Background: an optimization exercise with open tools, aiming at small area. Do not read the settings as production practice. Where RTL was checked, it was by simulation tests only, not by an equivalence proof against the original. Only the layout flow was run in run 4; the RTL was not checked for function there. In every run shown here, the design's own scripts or RTL, not TritonCTS, make the clock network. No driver is modelled on the clock port, so clock power and skew are understated where the tree is cut down; a real chip needs a root buffer or a tree. Power and IR drop assume default switching activity.

==> design/flow/design.v <==
module block_break (CLOCK_50, reset, SW, KEY,
 VGA_R, VGA_G, VGA_B, VGA_BLANK_N, VGA_CLK,
 VGA_HS, VGA_VS, VGA_SYNC_N);
	input CLOCK_50, reset;
	input [2:0] KEY, SW;
	output [7:0] VGA_R, VGA_G, VGA_B;
	output VGA_BLANK_N, VGA_CLK, VGA_HS, VGA_VS, VGA_SYNC_N;
	localparam [9:0] H0 = 10'd799, CA0 = 10'd459;
	localparam [8:0] V0 = 9'd511;
	localparam [7:0] COL0 = 8'hB0;
	reg pe_q;          
	reg [9:0] h_q;     
	reg [8:0] v_q;     
	reg [9:0] ca_q;    
	reg [9:0] cm;      
	reg mst;           
	reg [8:0] mv;      
	reg [7:0] col_q;   
	wire pe = ~pe_q;
	wire [9:0] h = h_q ^ H0;
	wire [8:0] v = v_q ^ V0;
	wire [9:0] ca = ca_q ^ CA0;
	wire [7:0] col = col_q ^ COL0;
	wire h_end = h[9] & h[8] & (&h[4:0]);                  
	wire line_end = pe & h_end;
	wire game_en = pe & h[9] & ~h[7] & (&h[6:1]) & ~h[0]   
	               & (&v[8:5]);                            
	wire fire = game_en & ~mst & ~KEY[2];
	wire land = game_en & (mv[3:0] == v[3:0]) & (v[4] ? (mv[8:4] == 5'd0) : (mv[8:4] == 5'h1F));
	wire at_right = ca[9] & ca[8] & ~ca[4] & ~ca[2];       
	wire at_left = ca[9] & ca[6] & ca[5] & ca[3] & ca[1];  
	wire mv_right = game_en & ~KEY[0] & ~at_right;
	wire mv_left = game_en & KEY[0] & ~KEY[1] & ~at_left;
	wire h793 = h[9] & h[8] & h[4] & h[3] & ~h[2] & ~h[1] & h[0];   
	wire hit = pe & h793 & (&v) & mst & (mv >= 9'd429) & (mv <= 9'd460) &
	           (cm[9] | cm[8] | (cm[7] & cm[6]));
	always @(posedge CLOCK_50 or posedge reset)
		if (reset) pe_q <= 1'b0;
		else pe_q <= pe;
	always @(posedge CLOCK_50 or posedge reset)
		if (reset) h_q <= 10'd0;
		else h_q <= (line_end ? 10'd0 : h + {9'd0, pe}) ^ H0;
	always @(posedge CLOCK_50 or posedge reset)
		if (reset) v_q <= 9'd0;
		else v_q <= (v + {8'd0, line_end}) ^ V0;
	wire [1:0] ca_k = mv_right ? 2'd0 : mv_left ? 2'd2 : {1'b0, pe};
	wire [10:0] ca_s = ca + ca_k;
	wire ca_wrap = ca[9] & ca[8] & (&ca[4:1]) & (ca[0] ? ca_k != 2'd0 : ca_k == 2'd2);
	always @(posedge CLOCK_50 or posedge reset)
		if (reset) ca_q <= 10'd0;
		else ca_q <= (ca_wrap ? {9'd0, ca[0] & ca_k[1]} : ca_s[9:0]) ^ CA0;
	wire cm_end = cm[9] & cm[8] & (&cm[4:0]);
	always @(posedge CLOCK_50)
		if (fire) cm <= ca;
		else cm <= (pe & cm_end) ? 10'd0 : cm + {9'd0, pe};
	always @(posedge CLOCK_50 or posedge reset)
		if (reset) mst <= 1'b0;
		else if (fire) mst <= 1'b1;
		else if (land) mst <= 1'b0;
	always @(posedge CLOCK_50)
		if (fire) mv <= {4'b0011, v[4:0]};
		else mv <= mv + {8'd0, line_end | game_en};
	always @(posedge CLOCK_50 or posedge reset)
		if (reset) col_q <= 8'd0;
		else col_q <= (col - {7'd0, hit & (col != 8'h00)}) ^ COL0;
	wire hvis = ~(h[9] & (h[8] | h[7]));                    
	wire arow = (v >= 9'd400) & (v <= 9'd420);
	wire [5:0] a_lo = {ca[4], ~ca[4], ca[3:0]};             
	wire [5:0] a_hi = {~ca[4], ca[4], ~ca[3:0]};            
	wire airplane = arow & (((ca[9:5] == 5'd0) & (a_lo <= v[5:0])) |
	                        (ca[9] & ca[8] & (a_hi < v[5:0])));
	wire mrow = mst & (mv[8:3] == 6'b000010) & (mv[2:0] != 3'd7);
	wire [2:0] md = mv[2:0];
	wire missile = mrow & (((cm[9:3] == 7'd0) & (cm[2:0] < md)) |
	                       (cm[9] & cm[8] & cm[4] & cm[3] & (~cm[2:0] <= md)));
	assign VGA_R = {{4{hvis & airplane}}, 4'h0};
	assign VGA_B = {{4{hvis & missile}}, 4'h0};
	assign VGA_G = (hvis & (v <= 9'd100)) ? col : 8'h00;
	assign VGA_HS = ~(h[9] & h[7] & (h[6:0] >= 7'd19) & (h[6:0] <= 7'd115));
	assign VGA_VS = ~((v[8:2] == 7'b1111011) & (v[1] ^ v[0]));    
	assign VGA_BLANK_N = VGA_HS & VGA_VS;
	assign VGA_CLK = pe;
	assign VGA_SYNC_N = 1'b0;
endmodule
==> design/flow/flow/run.sh <==
#!/bin/bash
# Layout flow: the standard flow (standard.sh), with three changes:
#  - synthesis maps the logic with an area-oriented ABC script (flow/area.abc)
#    and without Yosys's full/half-adder extraction; everything else in the
#    synthesis (synth_recipe.tcl, ORFS synth.tcl, flip-flop mapping) is unchanged;
#  - the port buffers are buf_1 cells, and the one tie cell that synthesis
#    makes drives all the constant outputs (no repair_tie_fanout);
#  - instead of a CTS tree, the clock port drives one clkbuf_8 per quadrant of
#    flip-flops (flow/cts_pre.tcl, flow/clkbuf.tcl).
set -euo pipefail
F=$(pwd)
rm -rf "$F/scr"
cp -r "$FLOW_HOME/scripts" "$F/scr"
cp "$F/flow/area.abc" "$F/scr/abc_speed.script"
# same synthesis script as the standard flow's, pointed at the copied scripts folder
{
  echo "set ::env(SCRIPTS_DIR) $F/scr"
  echo "set ::env(ADDER_MAP_FILE) {}"
  sed -e "s|\$::env(SCRIPTS_DIR)/synth.tcl|$F/scr/synth.tcl|" synth_recipe.tcl
} > "$F/my_synth.tcl"
sed -e "s|SYNTH_SCRIPT=[^ ]*|SYNTH_SCRIPT=$F/my_synth.tcl|" standard.sh > "$F/my_standard.sh"
bash "$F/my_standard.sh" synth > "$F/synth.log" 2>&1
export BUFFER_PORTS_ARGS="-buffer_cell sky130_fd_sc_hd__buf_1"
export SKIP_REPAIR_TIE_FANOUT=1
export PRE_CTS_TCL="$F/flow/cts_pre.tcl"
bash standard.sh > "$F/layout.log" 2>&1
==> design/flow/flow/area.abc <==
strash
&get -n
&deepsyn -I 8 -J 50
&put
dc2
dch -f
amap
topo
==> design/flow/flow/clkbuf.tcl <==
# Clock distribution without CTS: the flip-flops are split into up to four
# groups by quadrant around their centre, and each group gets one clock
# buffer, driven by the clock port.
proc my_clock_buffers { buf_cell } {
  set block [ord::get_db_block]
  set clknet [$block findNet CLOCK_50]
  set sinks {}
  foreach it [$clknet getITerms] { lappend sinks $it }
  set xs 0; set ys 0
  foreach it $sinks {
    set b [[$it getInst] getBBox]
    set xs [expr {$xs + ([$b xMin] + [$b xMax]) / 2}]
    set ys [expr {$ys + ([$b yMin] + [$b yMax]) / 2}]
  }
  set n [llength $sinks]
  set cx [expr {$xs / $n}]; set cy [expr {$ys / $n}]
  array set grp {}
  foreach it $sinks {
    set b [[$it getInst] getBBox]
    set q [expr {(([$b xMin] + [$b xMax]) / 2 >= $cx) + 2 * ((([$b yMin] + [$b yMax]) / 2) >= $cy)}]
    lappend grp($q) $it
  }
  set master [[ord::get_db] findMaster $buf_cell]
  foreach q [lsort [array names grp]] {
    set xs 0; set ys 0
    foreach it $grp($q) {
      set b [[$it getInst] getBBox]
      set xs [expr {$xs + ([$b xMin] + [$b xMax]) / 2}]
      set ys [expr {$ys + ([$b yMin] + [$b yMax]) / 2}]
    }
    set m [llength $grp($q)]
    set inst [odb::dbInst_create $block $master clkbuf_q$q]
    set net [odb::dbNet_create $block clknet_q$q]
    $net setSigType CLOCK
    foreach it $grp($q) { $it disconnect; $it connect $net }
    [$inst findITerm A] connect $clknet
    [$inst findITerm X] connect $net
    $inst setLocation [expr {$xs / $m}] [expr {$ys / $m}]
    $inst setPlacementStatus PLACED
    puts "clock buffer clkbuf_q$q drives $m flip-flops"
  }
}
==> design/flow/flow/cts_pre.tcl <==
# Runs in ORFS's cts.tcl just before clock_tree_synthesis: the clock gets one
# clkbuf_8 per quadrant of flip-flops instead of a CTS tree, and the CTS call
# that follows is skipped.
source [file dirname [info script]]/clkbuf.tcl
my_clock_buffers sky130_fd_sc_hd__clkbuf_8
detailed_placement
set_propagated_clock [all_clocks]
rename clock_tree_synthesis {}
proc clock_tree_synthesis { args } { puts "clock_tree_synthesis skipped: clock buffers placed by cts_pre.tcl" }
==> design/flow/standard.sh <==
#!/bin/bash
# synth_recipe.tcl (not shown) runs the flow's synth.tcl, then flattens the netlist and writes it again
# the make line also repeats each setting of config.mk as NAME=value (left out here)
make -C /OpenROAD-flow-scripts/flow DESIGN_CONFIG=/design/flow/config.mk WORK_HOME=/design/flow/orfs CLKGATE_MAP_FILE= SYNTH_SCRIPT=/design/flow/synth_recipe.tcl "${@:-finish}"
==> design/flow/config.mk <==
export PLATFORM = sky130hd
export DESIGN_NAME = block_break
export DESIGN_NICKNAME = block_break
export VERILOG_FILES = /design/flow/design.v
export SDC_FILE = /design/flow/constraint.sdc
export NUM_CORES = 4
export LEC_CHECK = 0
export CAP_MARGIN = 20
export CORE_MARGIN = 2
export CORE_UTILIZATION = 65
export SLEW_MARGIN = 20
==> design/flow/constraint.sdc <==
create_clock -name core_clock -period 20.0 [get_ports {CLOCK_50}]
set_input_delay 4.0000 -clock core_clock [delete_from_list [all_inputs] [get_ports {CLOCK_50}]]
set_output_delay 4.0000 -clock core_clock [all_outputs]
set_load 0.01 [all_outputs]
==> flow_summary.yaml, run 1 <==
route:
  wl_per_cell_um: 14.1
  final_antenna_net_count: 0
  initialDrtViolationCount: 193
  dr.pass1.iters: 5
  via_per_inst: 5.97
  drt-total-wl_um: 6130
  vias: 2601
  drc: 0
timing:
  finClkSkew_ns: 0.0145
  tightest_slew_ns: 0.831
  final.period_utilization: 0.308
  holdWs_ns: 0.498
  drv_slew: 0
  fin_crit_ns: 6.16
  setup_ws_ns: 13.84
  rsz0062_at_grt: "false"
  setup_viol: 0
  clock.fmax_mhz: 162
  tns_ns: 0
  slew_headroom: 0.441
  final_hold_viol_count: 0
cells_and_area:
  final-seq-area_um2: 1360
  fillers: 366
  multi_input_area_um2: 1270
  antenna_cells: 0
  finish.utilization: 0.702
  nets: 394
  finalNonFillerCells: 436
  drive_gt1_frac: 0.0156
  syn_to_final_growth_pct: 3.82
grt:
  grt_max_degree: 40
  antenna_found_initial: 0
  grt_pass1_vias: 2380
  grt-busiest-layer: "met2"
  use_met2: 0.413
  met1_usage: 0.390
  track_usage: 0.253
  overflow: 0
  grt_pass1_wl_um: 10700
  met3_usage: 0.0127
synthesis:
  synth_area_per_cell_um2: 7.98
  synth_edf_count: 0
  synth_cells: 369
  synth.yosys.warnings: 1
  async_flop_share: 0.672
  ys_ff_latch: 58
  netlist.area_leader.share: 0.331
  synth-main-ff-cell: "dfrtp_1"
  synth_fp_nets: 377
  synth_area_leaders: "dfrtp_1 33%, dfxtp_1 13%, nor2_1 7.8%, clkinv_1 6.9%, nand2_1 4.5%"
  yosysMostFrequentCell: "nor2_1"
  yosysTopAreaCell: "dfrtp_1"
  ys_seq_area_frac: 0.460
  synth_common_cells: "61 x nor2_1, 54 x clkinv_1, 39 x dfrtp_1, 35 x nand2_1, 26 x o21ai_0"
  ys_types: 37
  syn-cell-area_um2: 2950
clock_tree:
  hold_buffers: 0
  clk_pin_slew_ns: 0.08
  post_cts_buffers: 0
  ctsResizeCount: 0
  clk_latency_ns: 0.16
flow_run:
  cap_violations: 0
pwr:
  clkPwrFrac: 0.232
  peakVddDrop_mv: 0.0561
  leakage_nw: 1.07
  power_frac_comb: 0.112
  p_int_mw: 0.149
  p_sw_mw: 0.0523
  p_seq_frac: 0.656
  switching_share: 0.259
  p_per_area_nw_per_um2: 66.0
placed_design:
  place_inst: 432
  dp_slack_ns: 13.77
  gp_congestion: 0.904
  io_buffers: 24
  hpwl_um: 4720
die:
  die_area_um2: 5090
  core_um2: 4350
  initial_core_util: 0.676
  io_pins: 37
  rows: 24
  die_x_um: 71.3
  die_height_um: 71.3
worst_setup_path:
  critPathLaunchType: "flop"
  cp_max_fo: 7
  r2r-end: "ca_q[9]"
  ff2ff_path_depth: 17
  endpoint_kind: "output port"
  worstSetupPathType: "flop to output port"
  reg2reg_slack_ns: 16.03
  cp.required_ns: 16.00
  arrival_ns: 2.16
  regToRegStartpoint: "v_q[5]"
hold_path:
  min_from: "ca_q[0]"
  hp-class: "flop to flop"
  whs_endpoint: "cm[0]"
  hold_depth: 1
status:
  status: "timing/DRC/antenna clean"
[per-layer routing]
layer,share of wire,up-vias,wire (µm)
met2,0.45,77,2750
met4,0.013,0,80
met1,0.48,1193,2940
li1,-,1322,-
met5,0,-,0
met3,0.058,9,357
[worst max-delay path, cell delays in order (launching register included)]
cell and delay (ns):
dfrtp_1 0.47, clkinv_1 0.14, nor2_1 0.05, a21oi_1 0.12, a21oi_1 0.06, a222oi_1 0.30
a221oi_1 0.09, nor4_1 0.17, a31oi_1 0.10, nor3_1 0.32, buf_1 0.20
[state kept, by name, summed over array words and instances (netlist names)]
signal  flops
cm         10
mv          9
ca_q       10
h_q        10
pe_q        1
v_q         9
col_q       8
mst         1
[cell usage in the layout, fill, tap and decap left out, drive strengths merged, types with 3 or more instances in the layout]
master	Yosys	final
o32ai	8	8
a21o	4	4
buf	15	26
o22ai	15	15
nand4	3	3
o21ai	26	26
clkinv	54	54
or4	4	4
dfrtp	39	39
and3	5	5
nor2	61	61
dfxtp	19	19
nor3	15	15
nand2	35	35
a31oi	6	6
nand3	5	5
clkbuf	0	4
nor4	8	8
a221oi	4	4
a21oi	16	16
a211oi	4	4
[cells by family after synthesis]
group / count (synthesis) / synth area share
AO/OA/AOI/OAI: 97 / 0.213
buffers and inverters: 69 / 0.107
flip-flops: 58 / 0.460
other: 1 / 0.00127
AND/OR/NAND/NOR: 144 / 0.218
[how the worst max path moves through the flow]
stage	startpoint	end	slack, ns	cells past startpoint
floorplan	KEY[0]	ca_q[9]	14.11	14
global placement	KEY[0]	ca_q[9]	13.83	15
detailed placement	KEY[0]	ca_q[9]	13.77	15
CTS	v_q[1]	VGA_R[5]	13.82	10
global route	KEY[0]	ca_q[9]	13.51	14
finish	v_q[1]	VGA_R[5]	13.84	10
[per-stage QoR]
stage | total power [mW] | cell area, µm²
after detailed placement | 0.157 | 3000
after CTS | 0.203 | 3060
final | 0.202 | 3060
after global placement | 0.155 | 3000
after global routing | 0.211 | 3060
after floorplan | 0.150 | 2950
[power groups by stage]
stage | sequential [mW] | combinational [mW] | clock (mW)
5_1_grt | 0.133 | 0.0258 | 0.0516
3_5_place_dp | 0.135 | 0.0224 | 0
4_1_cts | 0.132 | 0.0225 | 0.0481
6_report | 0.132 | 0.0227 | 0.0468
2_1_floorplan | 0.132 | 0.0184 | 0
3_3_place_gp | 0.134 | 0.0217 | 0
[layout make-up]
| class | count | share of cell area |
|---|---|---|
| Sequential cell | 58 | 0.444 |
| Inverter | 54 | 0.0663 |
| Tap cell | 52 | 0.0213 |
| Timing Repair Buffer | 26 | 0.0344 |
| Buffer | 4 | 0.0180 |
| Multi-Input combinational cell | 242 | 0.417 |
==> run 2: changes to the inputs <==
--- a/design/flow/config.mk
+++ b/design/flow/config.mk
@@ -5,7 +5,8 @@
 export SDC_FILE = /design/flow/constraint.sdc
 export NUM_CORES = 4
 export LEC_CHECK = 0
-export CAP_MARGIN = 20
+export CAP_MARGIN = 0
 export CORE_MARGIN = 2
 export CORE_UTILIZATION = 65
-export SLEW_MARGIN = 20
+export GPL_TIMING_DRIVEN = 0
+export SLEW_MARGIN = 0
==> run 2 against run 1 <==
Against the previous run: critical path depth shrank 4; hold slack is essentially flat; area after synthesis is the same; total power grew 0.80%; combinational power grew 7%; flip-flop and latch count is the same; sequential power is essentially flat; clock power grew 1%; register-to-register slack lost 0.09 ns; first-iteration DRC count grew 2.1%; wire length grew 5.8%; utilization grew 2.9 points; largest cell class unchanged.
==> flow_summary.yaml, run 2 <==
worst_setup_path:
  arrival_ns: 2.38
  cp.required_ns: 16.00
  cp_max_fo: 7
  endpoint_kind: "output port"
  worstSetupPathType: "flop to output port"
  critPathLaunchType: "flop"
cells_and_area:
  final_common_cell: "nor2_1"
  finish.utilization: 0.731
  nets: 408
  fin_area_um2: 3180
  drive_gt1_frac: 0.0503
  top_regs: "ca_q: 10 flops, cm: 10 flops, h_q: 10 flops"
  fillers: 360
  layout_common_cells: "61 x nor2_1, 54 x clkinv_1, 39 x dfrtp_1"
  antenna_cells: 0
  syn_to_final_growth_pct: 8.07
status:
  status: "timing/DRC/antenna clean"
synthesis:
  synth-main-ff-cell: "dfrtp_1"
  synth_edf_count: 0
  synth_area_leaders: "dfrtp_1 33%, dfxtp_1 13%, nor2_1 7.8%, clkinv_1 6.9%, nand2_1 4.5%"
  yosysTopAreaCell: "dfrtp_1"
  syn-cell-area_um2: 2950
  synth_fp_nets: 377
  ys_ff_latch: 58
  synth.yosys.warnings: 1
  netlist.area_leader.share: 0.331
  yosysMostFrequentCell: "nor2_1"
  synth_common_cells: "61 x nor2_1, 54 x clkinv_1, 39 x dfrtp_1, 35 x nand2_1, 26 x o21ai_0"
  ys_seq_area_frac: 0.460
  async_flop_share: 0.672
  synth_cells: 369
  ys_types: 37
  synth_area_per_cell_um2: 7.98
placed_design:
  hpwl_um: 4900
  dp_slack_ns: 13.70
  gp_congestion: 0.912
  io_buffers: 24
  placed_area_um2: 3130
die:
  rows: 24
  io_pins: 37
  die_x_um: 71.3
  initial_core_util: 0.676
  core_um2: 4350
  die_area_um2: 5090
  die_height_um: 71.3
route:
  drc: 0
  vias: 2690
  final_antenna_net_count: 0
  dr.pass1.iters: 4
  drt-total-wl_um: 6480
  initialDrtViolationCount: 197
  wl_per_cell_um: 14.4
  via_per_inst: 5.98
timing:
  drv_slew: 0
  final_hold_viol_count: 0
  tightest_slew_ns: 1.01
  slew_headroom: 0.318
  finClkSkew_ns: 0.0123
  setup_viol: 0
  tns_ns: 0
  holdWs_ns: 0.498
  setup_ws_ns: 13.62
  fin_crit_ns: 6.38
  clock.fmax_mhz: 157
  final.period_utilization: 0.319
  rsz0062_at_grt: "false"
clock_tree:
  clk_pin_slew_ns: 0.10
  clk_latency_ns: 0.16
  post_cts_buffers: 0
  hold_buffers: 0
  ctsResizeCount: 0
flow_run:
  cap_violations: 0
pwr:
  p_per_area_nw_per_um2: 63.9
  leakage_nw: 1.15
  peakVddDrop_mv: 0.0827
grt:
  antenna_found_initial: 0
  grt_pass1_wl_um: 11300
  track_usage: 0.267
  grt_pass1_vias: 2504
  overflow: 0
  grt_max_degree: 22
hold_path:
  hp-class: "flop to flop"
==> run 2: cell counts after synthesis <==
Identical to the previous run, type by type.
==> run 2: cell type report <==
| class | instances | area [µm²] | share of cell area |
|---|---|---|---|
| buffer | 19 | 168 | 0.0527 |
| sequential | 58 | 1360 | 0.426 |
| timing repair buffer | 25 | 118 | 0.0369 |
| tap | 52 | 65.1 | 0.0204 |
| inverter | 54 | 203 | 0.0637 |
| multi-input combinational | 242 | 1270 | 0.400 |
==> run 2: cell families after synthesis <==
group	share of synthesized area
AOI/OAI and AO/OA	0.213
DFF	0.460
buffers and inverters	0.107
other	0.00127
and+or+nand+nor	0.218
==> run 2: path summary, 6_finish.rpt <==
check,slack [ns],from,cells after the start,endpoint
min in group asynchronous,3.86,reset,2,h_q[6]
max in group asynchronous,15.66,reset,3,ca_q[5]
min,0.50,v_q[7],1,v_q[7]
max,13.62,mv[2],6,VGA_B[6]
max reg2reg,15.94,v_q[5],17,ca_q[9]
min reg2reg,0.50,v_q[7],1,v_q[7]
==> run 2: layer usage <==
layer / up-vias / GRT usage / routed length, µm
li1: 1359 / - / -
met5: - / 0 / 0
met1: 1249 / 0.406 / 3050
met2: 74 / 0.434 / 2880
met3: 8 / 0.0197 / 457
met4: 0 / 0.0398 / 89
==> run 2: per-stage QoR <==
step,power (mW),std cells
4_1_cts,0.203,450
6_report,0.203,450
2_1_floorplan,0.150,369
5_1_grt,0.212,450
3_5_place_dp,0.158,446
3_3_place_gp,0.156,445
==> run 2: critical path: stages (launching register included) <==
cell and delay, ns:
dfxtp_1 0.41, clkinv_1 0.21, a2111oi_0 0.56, a31oi_1 0.20
nor4_1 0.48, buf_4 0.21, buf_1 0.16
==> run 2: power by group <==
| group | total [mW] | internal (mW) | switching [mW] | leakage [nW] |
|---|---|---|---|---|
| clock | 0.0473 | 0.0185 | 0.0288 | 0.0288 |
| combinational | 0.0244 | 0.00879 | 0.0156 | 0.531 |
| sequential | 0.132 | 0.124 | 0.00796 | 0.593 |
| total | 0.203 | 0.151 | 0.0524 | 1.15 |
==> run 3: changes to the inputs <==
--- a/design/flow/config.mk
+++ b/design/flow/config.mk
@@ -8,5 +8,4 @@
 export CAP_MARGIN = 0
 export CORE_MARGIN = 2
 export CORE_UTILIZATION = 65
-export GPL_TIMING_DRIVEN = 0
 export SLEW_MARGIN = 0
==> run 3 against run 2 <==
Against the previous run: still clean on timing, DRC and antenna; cell count fell by 3.1%; wire length fell by 5.5%; utilization fell by 2.9 points; critical path depth rose by 4; largest cell class unchanged; highest routed layer unchanged.
==> flow_summary.yaml, run 3 <==
status:
  status: "timing/DRC/antenna clean"
worst_setup_path:
  cp_max_fo: 7
  crit_start: "v_q[1]"
  regToRegStartpoint: "v_q[5]"
  endpoint_kind: "output port"
  cp.required_ns: 16.00
  worstSetupPathType: "flop to output port"
  arrival_ns: 2.16
  critPathLaunchType: "flop"
clock_tree:
  post_cts_buffers: 0
  hold_buffers: 0
  clk_latency_ns: 0.16
  ctsResizeCount: 0
  clk_pin_slew_ns: 0.08
route:
  drt-total-wl_um: 6130
  vias: 2601
  wl_per_cell_um: 14.1
  dr.pass1.iters: 5
  drc: 0
  via_per_inst: 5.97
  initialDrtViolationCount: 193
  final_antenna_net_count: 0
timing:
  slew_headroom: 0.441
  final_hold_viol_count: 0
  setup_viol: 0
  fin_crit_ns: 6.16
  final.period_utilization: 0.308
  tns_ns: 0
  holdWs_ns: 0.498
  rsz0062_at_grt: "false"
  drv_slew: 0
  finClkSkew_ns: 0.0145
  clock.fmax_mhz: 162
  tightest_slew_ns: 0.831
cells_and_area:
  final_common_cell: "nor2_1"
  drive_gt1_frac: 0.0156
  nets: 394
  top_regs: "ca_q: 10 flops, cm: 10 flops, h_q: 10 flops"
  syn_to_final_growth_pct: 3.82
  finish.utilization: 0.702
  antenna_cells: 0
  fin_area_um2: 3060
  layout_common_cells: "61 x nor2_1, 54 x clkinv_1, 39 x dfrtp_1"
pwr:
  p_per_area_nw_per_um2: 66.0
  leakage_nw: 1.07
  peakVddDrop_mv: 0.0561
  power_mw: 0.202
synthesis:
  synth_cells: 369
  synth_common_cells: "61 x nor2_1, 54 x clkinv_1, 39 x dfrtp_1, 35 x nand2_1, 26 x o21ai_0"
  synth-main-ff-cell: "dfrtp_1"
  synth_edf_count: 0
  yosysMostFrequentCell: "nor2_1"
  ys_seq_area_frac: 0.460
  synth_area_per_cell_um2: 7.98
  synth_area_leaders: "dfrtp_1 33%, dfxtp_1 13%, nor2_1 7.8%, clkinv_1 6.9%, nand2_1 4.5%"
  synth.yosys.warnings: 1
  syn-cell-area_um2: 2950
  async_flop_share: 0.672
  synth_fp_nets: 377
  netlist.area_leader.share: 0.331
  ys_ff_latch: 58
  yosysTopAreaCell: "dfrtp_1"
  ys_types: 37
grt:
  grt_pass1_vias: 2380
  grt_max_degree: 40
  antenna_found_initial: 0
  overflow: 0
  track_usage: 0.253
  grt_pass1_wl_um: 10700
die:
  core_um2: 4350
  initial_core_util: 0.676
  die_x_um: 71.3
  rows: 24
  die_height_um: 71.3
  io_pins: 37
  die_area_um2: 5090
flow_run:
  cap_violations: 0
placed_design:
  hpwl_um: 4720
  gp_congestion: 0.904
  io_buffers: 24
  placed_area_um2: 3000
hold_path:
  min_from: "ca_q[0]"
  hp-class: "flop to flop"
## run 3: cell counts after synthesis
No cell type changed its count.
## run 3: final cells by class
class / count / area, µm²
inverters: 54 / 203
multi-input cells: 242 / 1270
well taps: 52 / 65.1
fillers: 366 / 1300
flip-flops and latches: 58 / 1360
repair buffers: 26 / 105
plain buffers: 4 / 55.1
## run 3: through the flow
step                cells  setup slack, ns
finish                436            13.84
detailed placement    432            13.77
global route          436            13.51
global placement      432            13.83
CTS                   436            13.82
floorplan             369            14.11
## run 3: kinds of logic after synthesis
kind of cell | after synthesis | share of synthesized area
AO/OA/AOI/OAI | 97 | 0.213
buffers and inverters | 69 | 0.107
flip-flops | 58 | 0.460
other | 1 | 0.00127
AND/OR/NAND/NOR | 144 | 0.218
## run 3: worst paths after layout
check                            to  slack [ns]  depth (start not counted)
hold / removal                cm[0]        0.50                          1
max in group asynchronous  col_q[0]       15.74                          3
hold reg to reg               cm[0]        0.50                          1
min in group asynchronous    h_q[5]        3.92                          3
setup reg to reg            ca_q[9]       16.03                         17
setup / recovery           VGA_R[5]       13.84                         10
## run 3: report_power, final
part	internal [mW]	leakage (nW)	switching, mW	total [mW]
sequential	0.124	0.593	0.00852	0.132
combinational	0.00724	0.445	0.0154	0.0227
clock	0.0185	0.0288	0.0284	0.0468
total	0.149	1.07	0.0523	0.202
## run 3: critical path, cell delays in order (launching register included)
cell	delay [ns]
dfrtp_1	0.47
clkinv_1	0.14
nor2_1	0.05
a21oi_1	0.12
a21oi_1	0.06
a222oi_1	0.30
a221oi_1	0.09
nor4_1	0.17
a31oi_1	0.10
nor3_1	0.32
buf_1	0.20
## run 3: routing by layer
layer,vias to the layer above,part of all wire,global-route usage
li1,1322,-,-
met3,9,0.058,0.0127
met2,77,0.45,0.413
met5,-,0,0
met1,1193,0.48,0.390
met4,0,0.013,0.0273
==> run 4: changes to the inputs <==
--- a/design/flow/design.v
+++ b/design/flow/design.v
@@ -5,7 +5,7 @@
 	input [2:0] KEY, SW;
 	output [7:0] VGA_R, VGA_G, VGA_B;
 	output VGA_BLANK_N, VGA_CLK, VGA_HS, VGA_VS, VGA_SYNC_N;
-	localparam [9:0] H0 = 10'd799, CA0 = 10'd459;
+	localparam [9:0] H0 = 10'd799, CA0 = 10'd491;
 	localparam [8:0] V0 = 9'd511;
 	localparam [7:0] COL0 = 8'hB0;
 	reg pe_q;          
@@ -27,13 +27,12 @@
 	               & (&v[8:5]);                            
 	wire fire = game_en & ~mst & ~KEY[2];
 	wire land = game_en & (mv[3:0] == v[3:0]) & (v[4] ? (mv[8:4] == 5'd0) : (mv[8:4] == 5'h1F));
-	wire at_right = ca[9] & ca[8] & ~ca[4] & ~ca[2];       
-	wire at_left = ca[9] & ca[6] & ca[5] & ca[3] & ca[1];  
+	wire at_right = (ca[9:4] == 6'd0) & ~ca[2];            
+	wire at_left = ca[9] & ca[7] & ca[3] & ca[1];          
 	wire mv_right = game_en & ~KEY[0] & ~at_right;
 	wire mv_left = game_en & KEY[0] & ~KEY[1] & ~at_left;
-	wire h793 = h[9] & h[8] & h[4] & h[3] & ~h[2] & ~h[1] & h[0];   
-	wire hit = pe & h793 & (&v) & mst & (mv >= 9'd429) & (mv <= 9'd460) &
-	           (cm[9] | cm[8] | (cm[7] & cm[6]));
+	wire h697 = h[9] & h[7] & ~h[6] & h[5] & h[4] & h[3] & ~h[2] & ~h[1] & h[0];
+	wire hit = pe & h697 & (&v) & mst & (mv >= 9'd429) & (mv <= 9'd460) & (|cm[9:7]);
 	always @(posedge CLOCK_50 or posedge reset)
 		if (reset) pe_q <= 1'b0;
 		else pe_q <= pe;
@@ -44,11 +43,10 @@
 		if (reset) v_q <= 9'd0;
 		else v_q <= (v + {8'd0, line_end}) ^ V0;
 	wire [1:0] ca_k = mv_right ? 2'd0 : mv_left ? 2'd2 : {1'b0, pe};
-	wire [10:0] ca_s = ca + ca_k;
-	wire ca_wrap = ca[9] & ca[8] & (&ca[4:1]) & (ca[0] ? ca_k != 2'd0 : ca_k == 2'd2);
+	wire ca_end = ca[9] & ca[8] & (&ca[4:0]);
 	always @(posedge CLOCK_50 or posedge reset)
 		if (reset) ca_q <= 10'd0;
-		else ca_q <= (ca_wrap ? {9'd0, ca[0] & ca_k[1]} : ca_s[9:0]) ^ CA0;
+		else ca_q <= ((pe & ca_end) ? 10'd0 : ca + ca_k) ^ CA0;
 	wire cm_end = cm[9] & cm[8] & (&cm[4:0]);
 	always @(posedge CLOCK_50)
 		if (fire) cm <= ca;
@@ -65,14 +63,13 @@
 		else col_q <= (col - {7'd0, hit & (col != 8'h00)}) ^ COL0;
 	wire hvis = ~(h[9] & (h[8] | h[7]));                    
 	wire arow = (v >= 9'd400) & (v <= 9'd420);
-	wire [5:0] a_lo = {ca[4], ~ca[4], ca[3:0]};             
-	wire [5:0] a_hi = {~ca[4], ca[4], ~ca[3:0]};            
-	wire airplane = arow & (((ca[9:5] == 5'd0) & (a_lo <= v[5:0])) |
-	                        (ca[9] & ca[8] & (a_hi < v[5:0])));
+	wire [4:0] ay = ca[4:0] ^ {5{~ca[5]}};
+	wire [5:0] a16 = {ay[4], ~ay[4], ay[3:0]};              
+	wire airplane = arow & (ca[9:6] == 4'd0) & ((a16 < v[5:0]) | (ca[5] & (a16 == v[5:0])));
 	wire mrow = mst & (mv[8:3] == 6'b000010) & (mv[2:0] != 3'd7);
 	wire [2:0] md = mv[2:0];
-	wire missile = mrow & (((cm[9:3] == 7'd0) & (cm[2:0] < md)) |
-	                       (cm[9] & cm[8] & cm[4] & cm[3] & (~cm[2:0] <= md)));
+	wire missile = mrow & (cm[9:6] == 4'd0) &
+	               (cm[5] ? (cm[4:3] == 2'd0) & (cm[2:0] < md) : (cm[4:3] == 2'd3) & (~cm[2:0] <= md));
 	assign VGA_R = {{4{hvis & airplane}}, 4'h0};
 	assign VGA_B = {{4{hvis & missile}}, 4'h0};
 	assign VGA_G = (hvis & (v <= 9'd100)) ? col : 8'h00;
--- a/design/flow/config.mk
+++ b/design/flow/config.mk
@@ -5,7 +5,7 @@
 export SDC_FILE = /design/flow/constraint.sdc
 export NUM_CORES = 4
 export LEC_CHECK = 0
-export CAP_MARGIN = 0
+export CAP_MARGIN = 20
 export CORE_MARGIN = 2
 export CORE_UTILIZATION = 65
-export SLEW_MARGIN = 0
+export SLEW_MARGIN = 20
==> run 4 against run 3 <==
Against the previous run: total power increased by 0.50%; cell area grew 3.4%; combinational power down 3%; first-iteration DRC count is 26% lower; hold slack lost 0.035 ns; critical path type unchanged; critical endpoint is now VGA_B[7]; largest cell class unchanged.
==> flow_summary.yaml, run 4 <==
hold_path:
  min_from: "ca_q[1]"
  hold_depth: 1
  hp-class: "flop to flop"
  whs_endpoint: "cm[1]"
pwr:
  clkPwrFrac: 0.234
  switching_share: 0.240
  p_sw_mw: 0.0487
  power_mw: 0.203
  leakage_nw: 1.15
  peakVddDrop_mv: 0.0475
  power_frac_comb: 0.109
  p_seq_frac: 0.657
  p_per_area_nw_per_um2: 64.1
  p_int_mw: 0.154
timing:
  final_hold_viol_count: 0
  final.period_utilization: 0.313
  fin_crit_ns: 6.26
  tns_ns: 0
  clock.fmax_mhz: 160
  setup_ws_ns: 13.74
  drv_slew: 0
  setup_viol: 0
  tightest_slew_ns: 0.827
  slew_headroom: 0.434
  rsz0062_at_grt: "false"
  finClkSkew_ns: 0.0111
worst_setup_path:
  arrival_ns: 2.26
  endpoint_kind: "output port"
  r2r-end: "mv[8]"
  reg2reg_slack_ns: 16.05
  regToRegStartpoint: "h_q[0]"
  cp_max_fo: 4
  cp.required_ns: 16.00
  critPathLaunchType: "flop"
  ff2ff_path_depth: 18
  worstSetupPathType: "flop to output port"
grt:
  grt_pass1_vias: 2420
  track_usage: 0.253
  grt_max_degree: 40
  overflow: 0
  grt_pass1_wl_um: 10900
  antenna_found_initial: 0
synthesis:
  synth_common_cells: "70 x clkinv_1, 63 x nor2_1, 39 x dfrtp_1, 36 x o21ai_0, 31 x nand2_1"
  synth.yosys.warnings: 1
  synth_area_leaders: "dfrtp_1 32%, dfxtp_1 12%, clkinv_1 8.6%, nor2_1 7.8%, o21ai_0 5.9%"
  synth_fp_nets: 403
  synth_top_family_by_area: "simple AND/OR/NAND/NOR gates"
  ys_ff_latch: 58
  synth_area_per_cell_um2: 7.72
  synth.mux.area_fraction: 0
  ys_seq_area_frac: 0.445
  async_flop_share: 0.672
  yosysTopAreaCell: "dfrtp_1"
  synth-compound-area-share: 0.209
  yosys.area_share.simple: 0.222
  synth-main-ff-cell: "dfrtp_1"
  synth_xor_area_frac: 0
  syn-cell-area_um2: 3050
  synth_fa_ha_area_frac: 0
  ys_types: 34
  synth_cells: 395
  yosysMostFrequentCell: "clkinv_1"
  synth_edf_count: 0
  netlist.area_leader.share: 0.320
placed_design:
  gp_congestion: 0.889
  io_buffers: 24
  hpwl_um: 5000
  dp_slack_ns: 13.85
route:
  vias: 2721
  dr.pass1.iters: 4
  final_antenna_net_count: 0
  wl_per_cell_um: 14.1
  drc: 0
  initialDrtViolationCount: 142
  via_per_inst: 5.90
  drt-total-wl_um: 6480
cells_and_area:
  syn_to_final_growth_pct: 3.69
  layout_common_cells: "70 x clkinv_1, 63 x nor2_1, 39 x dfrtp_1"
  nets: 419
  top_regs: "ca_q: 10 flops, cm: 10 flops, h_q: 10 flops"
  drive_gt1_frac: 0.0147
  antenna_cells: 0
  final_common_cell: "clkinv_1"
die:
  rows: 24
  core_um2: 4440
  die_height_um: 72.5
  die_area_um2: 5250
  io_pins: 37
  initial_core_util: 0.686
  die_x_um: 72.5
clock_tree:
  ctsResizeCount: 0
  clk_latency_ns: 0.15
  hold_buffers: 0
  post_cts_buffers: 0
  clk_pin_slew_ns: 0.09
flow_run:
  cap_violations: 0
status:
  status: "timing/DRC/antenna clean"
==> run 4: changes by cell type in the layout (fill, tap and decap cells not counted), sizes merged, moves of 4 or more <==
cell,delta
and3,-4
nand2,-4
o32ai,-5
o21ai,+10
a21oi,-4
clkinv,+16
or3,+5
==> run 4: per-stage QoR <==
step / hold slack (ns) / utilization / std cells / cell area [µm²]
finish: 0.463 / 0.711 / 461 / 3160
CTS: 0.464 / 0.710 / 461 / 3150
global route: 0.496 / 0.711 / 461 / 3160
floorplan: 0.448 / - / 395 / 3050
global placement: 0.459 / 0.697 / 457 / 3100
detailed placement: 0.466 / 0.697 / 457 / 3100
==> run 4: how the worst max path moves through the flow <==
| stage | depth (start not counted) | slack (ns) | to | from |
|---|---|---|---|---|
| final | 7 | 13.74 | VGA_B[7] | h_q[9] |
| after global routing | 7 | 13.44 | VGA_B[7] | h_q[9] |
| after CTS | 7 | 13.73 | VGA_B[7] | h_q[9] |
| after detailed placement | 15 | 13.85 | ca_q[9] | KEY[0] |
| after global placement | 15 | 13.91 | ca_q[9] | KEY[0] |
| after floorplan | 7 | 13.90 | VGA_B[5] | h_q[9] |
==> run 4: cell families (layout without fill, tap and decap cells) <==
logic type             after synthesis  in the layout
other                                1              1
buffers and inverters               85             99
and+or+nand+nor                    149            149
AOI/OAI and AO/OA                  102            102
DFF                                 58             58
==> run 4: area by class of cell <==
class / count / area (µm²)
inverters: 70 / 263
flip-flops and latches: 58 / 1360
multi-input cells: 252 / 1330
well taps: 52 / 65.1
fillers: 373 / 1280
repair buffers: 25 / 97.6
plain buffers: 4 / 55.1
==> run 4: critical path: stages, from the launching register on <==
cell	delay (ns)
dfrtp_1	0.41
clkinv_1	0.12
nand2_1	0.13
o21ai_0	0.23
nor2_1	0.16
nand3_1	0.10
a2111oi_0	0.73
buf_1	0.22
==> run 4: power by group through the flow <==
stage,sequential (mW),clock (mW),combinational [mW]
floorplan,0.134,0,0.0192
global placement,0.135,0,0.0212
detailed placement,0.136,0,0.0220
CTS,0.133,0.0487,0.0221
global route,0.134,0.0528,0.0254
finish,0.133,0.0474,0.0221
==> run 4: metal layers <==
| metal | share of wire | track usage | wire [µm] |
|---|---|---|---|
| met4 | 0.012 | 0.0267 | 77 |
| met2 | 0.43 | 0.401 | 2800 |
| met5 | 0 | 0 | 0 |
| met3 | 0.056 | 0.0194 | 362 |
| met1 | 0.50 | 0.398 | 3240 |

-- what the ideal ports hide --
The results above use ideal ports. As a check the final layouts listed here were re-extracted and re-timed, cells and wires unchanged. Step 1 assumes that a clkbuf_16 drives the clock port and a buf_2 every other input. Step 2 moves the port delays by t, midway between the first and last clock arrival at a register: inputs arrive t later, outputs are due t later. That takes back most of the time a late clock gives input paths. Three values: ideal, step 1, step 2; two values: the first two.
run | shift t [ns] | slack for setup (ns) | cell pins on the clock port's net
run 1 | 0.204 | 13.841 / 13.785 / 13.759 | 4
run 2 | 0.208 | 13.619 / 13.560 / 13.685 | 4
run 3 | 0.204 | 13.841 / 13.785 / 13.759 | 4
run 4 | 0.206 | 13.743 / 13.683 / 13.786 | 4
After both steps setup and hold are still met in every run listed.
